This is an optimization exercise on Yosys and OpenROAD, whose aim is small area, not a production implementation.
At most, simulation tests tie the RTL to the original design; equivalence was not proved.
The flow treats the clock pin as an ideal source, which a real chip does not have.
Power is estimated from default activity; no workload was simulated.

old:
Design mult_top, start of the top module:
module mult_top(
    input clk,
    input  [15:0] x,
    input  [15:0] y,
    output reg [31:0] p_out
    );
export LEC_CHECK = 0
export CAP_MARGIN = 0
export CELL_PAD_IN_SITES_DETAIL_PLACEMENT = 0
export CELL_PAD_IN_SITES_GLOBAL_PLACEMENT = 0
export CORE_MARGIN = 2
export CORE_UTILIZATION = 50
export GPL_TIMING_DRIVEN = 0
export SLEW_MARGIN = 0
create_clock -name core_clock -period 10.0 [get_ports {clk}]
standard.sh (not shown) runs the stock make flow with config.mk's settings and CLKGATE_MAP_FILE= SYNTH_SCRIPT=/design/flow/synth_recipe.tcl, a recipe that flattens the netlist after the stock synthesis.
==> flow/flow/run.sh <==
#!/bin/bash
# Own area-oriented synthesis (flow/synth.tcl), then the standard layout
# with single-strength port buffers and a small clock tree. Full tool output
# goes to flow.log here; ORFS's per-step logs are under orfs/logs/.
set -euo pipefail
HERE=$(pwd)
export MY_FA=0
export MY_ABC_SCRIPT=$HERE/flow/abc_area.script
bash standard.sh SYNTH_SCRIPT=$HERE/flow/synth.tcl \
  "BUFFER_PORTS_ARGS=-buffer_cell sky130_fd_sc_hd__buf_1" \
  "CTS_ARGS=-sink_clustering_enable -repair_clock_nets -dont_use_dummy_load -root_buf sky130_fd_sc_hd__clkbuf_16 -buf_list sky130_fd_sc_hd__clkbuf_16 -sink_clustering_size 64" \
  finish > $HERE/flow.log 2>&1
==> flow/flow/abc_area.script <==
strash
dch -f
amap
topo
stime -c
upsize -c -D 8000
dnsize -c -D 8000
==> flow/flow/synth.tcl <==
# Area-oriented synthesis: ORFS's synth.tcl without the Kogge-Stone adder map
# and (optionally) without full-adder extraction, with an area ABC script.
proc synth {args} { yosys synth -nofsm -noshare {*}$args }
source $::env(SCRIPTS_DIR)/synth_preamble.tcl
read_checkpoint $::env(RESULTS_DIR)/1_1_yosys_canonicalize.rtlil
hierarchy -check -top $::env(DESIGN_NAME)
synth -flatten -run :fine
synth -top $::env(DESIGN_NAME) -run fine:
chformal -remove
delete t:\$print
renames -wire
opt -purge
if { [env_var_equals MY_FA 1] } {
  extract_fa
  techmap -map $::env(ADDER_MAP_FILE)
  techmap
  opt -fast -purge
}
dfflibmap {*}$lib_args {*}$lib_dont_use_args
opt
setundef -zero
set my_abc_args [list -script $::env(MY_ABC_SCRIPT) {*}$lib_args {*}$lib_dont_use_args]
if { [env_var_exists_and_non_empty MY_ABC_D] } {
  lappend my_abc_args -D $::env(MY_ABC_D) -constr $::env(OBJECTS_DIR)/abc.constr
}
abc {*}$my_abc_args
splitnets
opt_clean -purge
hilomap -singleton -hicell {*}$::env(TIEHI_CELL_AND_PORT) -locell {*}$::env(TIELO_CELL_AND_PORT)
insbuf -buf {*}$::env(MIN_BUF_CELL_AND_PORTS)
tee -o $::env(REPORTS_DIR)/synth_stat.txt stat {*}$lib_args
check -assert -mapped
# left out here: clear keep_hierarchy, flatten, clean up, hide names made inside functions, write 1_2_yosys.v
log_cmd exec cp $::env(SDC_FILE) $::env(RESULTS_DIR)/1_synth.sdc
old: flow completed, timing, DRC and antenna clean
Modified inputs, new compared to old
Settings: PLACE_DENSITY now 0.75, previously not set; CORE_UTILIZATION now 70, was 50.
diff --git a/flow/flow/run.sh b/flow/flow/run.sh
--- a/flow/flow/run.sh
+++ b/flow/flow/run.sh
@@ -11 +11 @@
-  "CTS_ARGS=-sink_clustering_enable -repair_clock_nets -dont_use_dummy_load -root_buf sky130_fd_sc_hd__clkbuf_16 -buf_list sky130_fd_sc_hd__clkbuf_16 -sink_clustering_size 64" \
+  "CTS_ARGS=-sink_clustering_enable -repair_clock_nets -dont_use_dummy_load -root_buf sky130_fd_sc_hd__clkbuf_4 -buf_list sky130_fd_sc_hd__clkbuf_4" \
Notes after the runs:
- Count of clock-buffer cells in the layout came out exactly the same in new and old.
- [new] met3 routed wirelength rose 73% relative to old
- Taking old as the reference, in new wire length of the first global-routing pass went up by about 1.8%, logic gate share of total power has increased.
Function was not checked in any run of this note: the RTL went through the layout flow alone.

---

run A:
The RTL this note starts from:
==> flow/design.v <==
`timescale 1ns / 1ps
module MAGS(
    input [15:0] x,
    input [15:0] y,
    output [15:0] a,
    output [15:0] b,
    output s
    );
wire nz = (|x) & (|y);
assign a = (x[15] ? -x : x) & {16{nz}};
assign b = (y[15] ? -y : y) & {16{nz}};
assign s = (x[15] ^ y[15]) & nz;
endmodule
module ROBA(
    input [15:0] a,
    input [15:0] b,
    input        s,
    output [31:0] p
    );
function [4:0] rexp;
    input [15:0] v;
    integer i;
    reg [3:0] e;
    reg up;
    begin
        e = 4'd0; up = 1'b0;
        for (i = 1; i < 16; i = i + 1)
            if (v[i]) begin
                e = i;
                up = (i >= 2) ? v[i-1] : 1'b0;
            end
        rexp = {up, e + up};
    end
endfunction
wire [4:0] ra = rexp(a);
wire [4:0] rb = rexp(b);
wire [3:0] ea = ra[3:0];
wire [3:0] eb = rb[3:0];
wire [16:0] d;
genvar i;
generate
    for (i = 0; i < 15; i = i + 1) begin : g_d
        assign d[i] = (|b[15:i+1]) ? b[i] : rb[4];
    end
endgenerate
assign d[15] = rb[4];
assign d[16] = rb[4];
wire [16:0] an = s ? -{1'b0, a} : {1'b0, a};
wire [16:0] dn = d ^ {17{s}};
wire [29:0] t1 = {{13{an[16]}}, an} << eb;
wire [44:0] t2w = {{13{dn[16]}}, dn, {15{s}}} << ea;
wire [29:0] t2 = t2w[44:15];
wire [29:0] lo;
SUMX sum(t1, t2, s, lo);
assign p = {s, s | (a[15] & b[15]), lo};
endmodule
module SUMX(
    input [29:0] t1,
    input [29:0] t2,
    input        s,
    output [29:0] p
    );
assign p = t1 + t2 + s;
endmodule
`timescale 1ns / 1ps
module mult_top(
    input clk,
    input  [15:0] x,
    input  [15:0] y,
    output reg [31:0] p_out
    );
    reg [15:0] X_abs;
    reg [15:0] Y_abs;
    reg        P_sign;
    wire [15:0] xa;
    wire [15:0] ya;
    wire        s;
    wire [31:0] P_vec;
    MAGS mags(x, y, xa, ya, s);
    ROBA mult(X_abs, Y_abs, P_sign, P_vec);
    always @(posedge clk)
    begin
        p_out  <= P_vec;
        X_abs  <= xa;
        Y_abs  <= ya;
        P_sign <= s;
    end
endmodule
export LEC_CHECK = 0
export CAP_MARGIN = 0
export CELL_PAD_IN_SITES_DETAIL_PLACEMENT = 0
export CELL_PAD_IN_SITES_GLOBAL_PLACEMENT = 0
export CORE_MARGIN = 2
export CORE_UTILIZATION = 70
export GPL_TIMING_DRIVEN = 0
export PLACE_DENSITY = 0.75
export SLEW_MARGIN = 0
create_clock -name core_clock -period 10.0 [get_ports {clk}]
==> flow/flow/run.sh <==
#!/bin/bash
# Own area-oriented synthesis (flow/synth.tcl), then the standard layout
# with single-strength port buffers and a small clock tree. Full tool output
# goes to flow.log here; ORFS's per-step logs are under orfs/logs/.
# The adder module keeps the structure Yosys gives it (one mapping pass);
# the rounding and shifting module gets LUT mapping with don't-care
# resynthesis (mfs) before cell mapping; the rest a plain area script. After CTS, clock buffers whose sinks
# see a slow edge are upsized (flow/post_cts.tcl).
set -euo pipefail
HERE=$(pwd)
export MY_ABC_SCRIPTS="MAGS:$HERE/flow/abc_area.script ROBA:$HERE/flow/abc_mfs.script SUMX:$HERE/flow/abc_keep.script mult_top:$HERE/flow/abc_keep.script"
export MY_CLK_SLEW_LIMIT=0.1
bash standard.sh SYNTH_SCRIPT=$HERE/flow/synth.tcl \
  POST_CTS_TCL=$HERE/flow/post_cts.tcl \
  "BUFFER_PORTS_ARGS=-buffer_cell sky130_fd_sc_hd__buf_1" \
  "CTS_ARGS=-sink_clustering_enable -repair_clock_nets -dont_use_dummy_load -root_buf sky130_fd_sc_hd__clkbuf_4 -buf_list sky130_fd_sc_hd__clkbuf_4" \
  finish > $HERE/flow.log 2>&1
==> flow/flow/abc_mfs.script <==
strash
&get -n
&dch -f
&if -K 4 -a
&mfs
&st
&put
dc2
dch -f
amap
strash
dc2
dch -f
amap
topo
==> flow/flow/post_cts.tcl <==
# After CTS: upsize any clock buffer whose sinks see a slew above
# MY_CLK_SLEW_LIMIT (ns, placement parasitics) to clkbuf_8, then legalize.
estimate_parasitics -placement
set limit $::env(MY_CLK_SLEW_LIMIT)
set changed 0
foreach b [get_cells -filter "ref_name =~ sky130_fd_sc_hd__clkbuf_*"] {
  set out [get_pins -of_objects $b -filter "direction == output"]
  set net [get_nets -of_objects $out]
  set mx 0
  foreach p [get_pins -of_objects $net -filter "direction == input"] {
    foreach k {slew_max_rise slew_max_fall} {
      set v [get_property $p $k]
      if { $v > $mx } { set mx $v }
    }
  }
  puts "clock buffer [get_full_name $b] [get_property $b ref_name] sink slew $mx"
  if { $mx > $limit && [get_property $b ref_name] != "sky130_fd_sc_hd__clkbuf_8" } {
    replace_cell $b sky130_fd_sc_hd__clkbuf_8
    incr changed
  }
}
puts "upsized $changed clock buffers"
if { $changed > 0 } {
  detailed_placement
  check_placement -verbose
  estimate_parasitics -placement
  foreach b [get_cells -filter "ref_name =~ sky130_fd_sc_hd__clkbuf_*"] {
    puts "clock buffer [get_full_name $b] [get_property $b ref_name]"
  }
}
Other scripts of this flow, unchanged in this note and not shown: flow/flow/abc_area.script, flow/flow/abc_keep.script, flow/flow/synth.tcl
Input changes introduced in run B (baseline for comparison: run A):
==> flow/flow/run.sh <==
#!/bin/bash
# Own area-oriented synthesis (flow/synth.tcl), then the standard layout
# with single-strength port buffers and a small clock tree. Full tool output
# goes to flow.log here; ORFS's per-step logs are under orfs/logs/.
# The adder module keeps the structure Yosys gives it (one mapping pass);
# the rest gets a heavier area script.
set -euo pipefail
HERE=$(pwd)
export MY_ABC_SCRIPTS="MAGS:$HERE/flow/abc_area.script ROBA:$HERE/flow/abc_area.script SUMX:$HERE/flow/abc_keep.script mult_top:$HERE/flow/abc_keep.script"
bash standard.sh SYNTH_SCRIPT=$HERE/flow/synth.tcl \
  "BUFFER_PORTS_ARGS=-buffer_cell sky130_fd_sc_hd__buf_1" \
  "CTS_ARGS=-sink_clustering_enable -repair_clock_nets -dont_use_dummy_load -root_buf sky130_fd_sc_hd__clkbuf_4 -buf_list sky130_fd_sc_hd__clkbuf_4" \
  finish > $HERE/flow.log 2>&1
removed: flow/flow/abc_mfs.script
removed: flow/flow/post_cts.tcl
### Flow results
Lower cell area after layout among run A and run B: run A
Run B has completed all stages; timing, DRC and antenna checks passed.
Run B and run A ended up with roughly the same total number of nets in the final design.
Fraction of area in non-clock buffers down 0.44 points in run B wrt run A
Looking at largest net degree at the start of global routing across run A and run B, the one that comes out lower is run A.
Compared with run A, run B shows a higher proportion of power drawn by flip-flops and latches.
From run A to run B the numbers moved as follows: smallest setup slack after layout decreased by 250 ps relative to the old numbers, fmax went down, combined area of all synthesized cells now larger.
Run B against run A: final count of pins violating max slew essentially unchanged; number of cell instances on the worst register-to-register path went up 3; global-route usage decreased by 0.38 points relative to the old numbers.
Modified inputs, run C compared to run B
diff --git a/flow/flow/run.sh b/flow/flow/run.sh
--- a/flow/flow/run.sh
+++ b/flow/flow/run.sh
@@ -4,9 +4,12 @@
 # goes to flow.log here; ORFS's per-step logs are under orfs/logs/.
 # The adder module keeps the structure Yosys gives it (one mapping pass);
-# the rest gets a heavier area script.
+# the rest gets a heavier area script. After CTS, clock buffers whose sinks
+# see a slow edge are upsized (flow/post_cts.tcl).
 set -euo pipefail
 HERE=$(pwd)
 export MY_ABC_SCRIPTS="MAGS:$HERE/flow/abc_area.script ROBA:$HERE/flow/abc_area.script SUMX:$HERE/flow/abc_keep.script mult_top:$HERE/flow/abc_keep.script"
+export MY_CLK_SLEW_LIMIT=0.1
 bash standard.sh SYNTH_SCRIPT=$HERE/flow/synth.tcl \
+  POST_CTS_TCL=$HERE/flow/post_cts.tcl \
   "BUFFER_PORTS_ARGS=-buffer_cell sky130_fd_sc_hd__buf_1" \
   "CTS_ARGS=-sink_clustering_enable -repair_clock_nets -dont_use_dummy_load -root_buf sky130_fd_sc_hd__clkbuf_4 -buf_list sky130_fd_sc_hd__clkbuf_4" \
==> flow/flow/post_cts.tcl (new file) <==
# After CTS: upsize any clock buffer whose sinks see a slew above
# MY_CLK_SLEW_LIMIT (ns, placement parasitics) to clkbuf_8, then legalize.
estimate_parasitics -placement
set limit $::env(MY_CLK_SLEW_LIMIT)
set changed 0
foreach b [get_cells -filter "ref_name =~ sky130_fd_sc_hd__clkbuf_*"] {
  set out [get_pins -of_objects $b -filter "direction == output"]
  set net [get_nets -of_objects $out]
  set mx 0
  foreach p [get_pins -of_objects $net -filter "direction == input"] {
    foreach k {slew_max_rise slew_max_fall} {
      set v [get_property $p $k]
      if { $v > $mx } { set mx $v }
    }
  }
  puts "clock buffer [get_full_name $b] [get_property $b ref_name] sink slew $mx"
  if { $mx > $limit && [get_property $b ref_name] != "sky130_fd_sc_hd__clkbuf_8" } {
    replace_cell $b sky130_fd_sc_hd__clkbuf_8
    incr changed
  }
}
puts "upsized $changed clock buffers"
if { $changed > 0 } {
  detailed_placement
  check_placement -verbose
  estimate_parasitics -placement
  foreach b [get_cells -filter "ref_name =~ sky130_fd_sc_hd__clkbuf_*"] {
    puts "clock buffer [get_full_name $b] [get_property $b ref_name]"
  }
}
Findings:
- Run C: flow completed, timing, DRC and antenna clean
- The clock skew number comes out higher for run B vs run C.
- Run C vs. run B: part of the total power dissipated in combinational logic down 1.0 points, total wirelength of the detailed-routed design increased by 0.65% relative to the old numbers.

## what the ideal ports hide
The flow's constraints put no driver on any port. The routed layouts listed below were extracted and timed again, unchanged, in two steps. Step 1 assumes that a clkbuf_16 drives the clock port and a buf_2 every other input. Step 2, shift: input delay + t, output delay - t, t = (earliest + latest rising clock arrival at the registers) / 2. This alone moves slack from input paths to output paths. Slacks: ideal ports / drivers / drivers and shift; pairs: ideal ports / drivers.
run | t, ns | setup WS [ns] | worst hold slack (ns) | worst setup path after step 2 | worst slew at a driven data input, ns
old | 0.369 | 1.164 / 1.164 / 1.164 | 0.713 / 0.713 / 0.713 | register to register | 0.04
new | 0.458 | 1.077 / 1.077 / 1.077 | 1.004 / 1.004 / 1.004 | register to register | 0.03
run A | 0.373 | 2.264 / 2.264 / 2.264 | 0.544 / 0.544 / 0.544 | register to register | 0.04
run B | 0.454 | 2.015 / 2.015 / 2.015 | 0.539 / 0.539 / 0.539 | register to register | 0.04
run C | 0.383 | 2.071 / 2.071 / 2.071 | 0.485 / 0.485 / 0.485 | register to register | 0.04
After both steps every run listed still meets setup and hold.
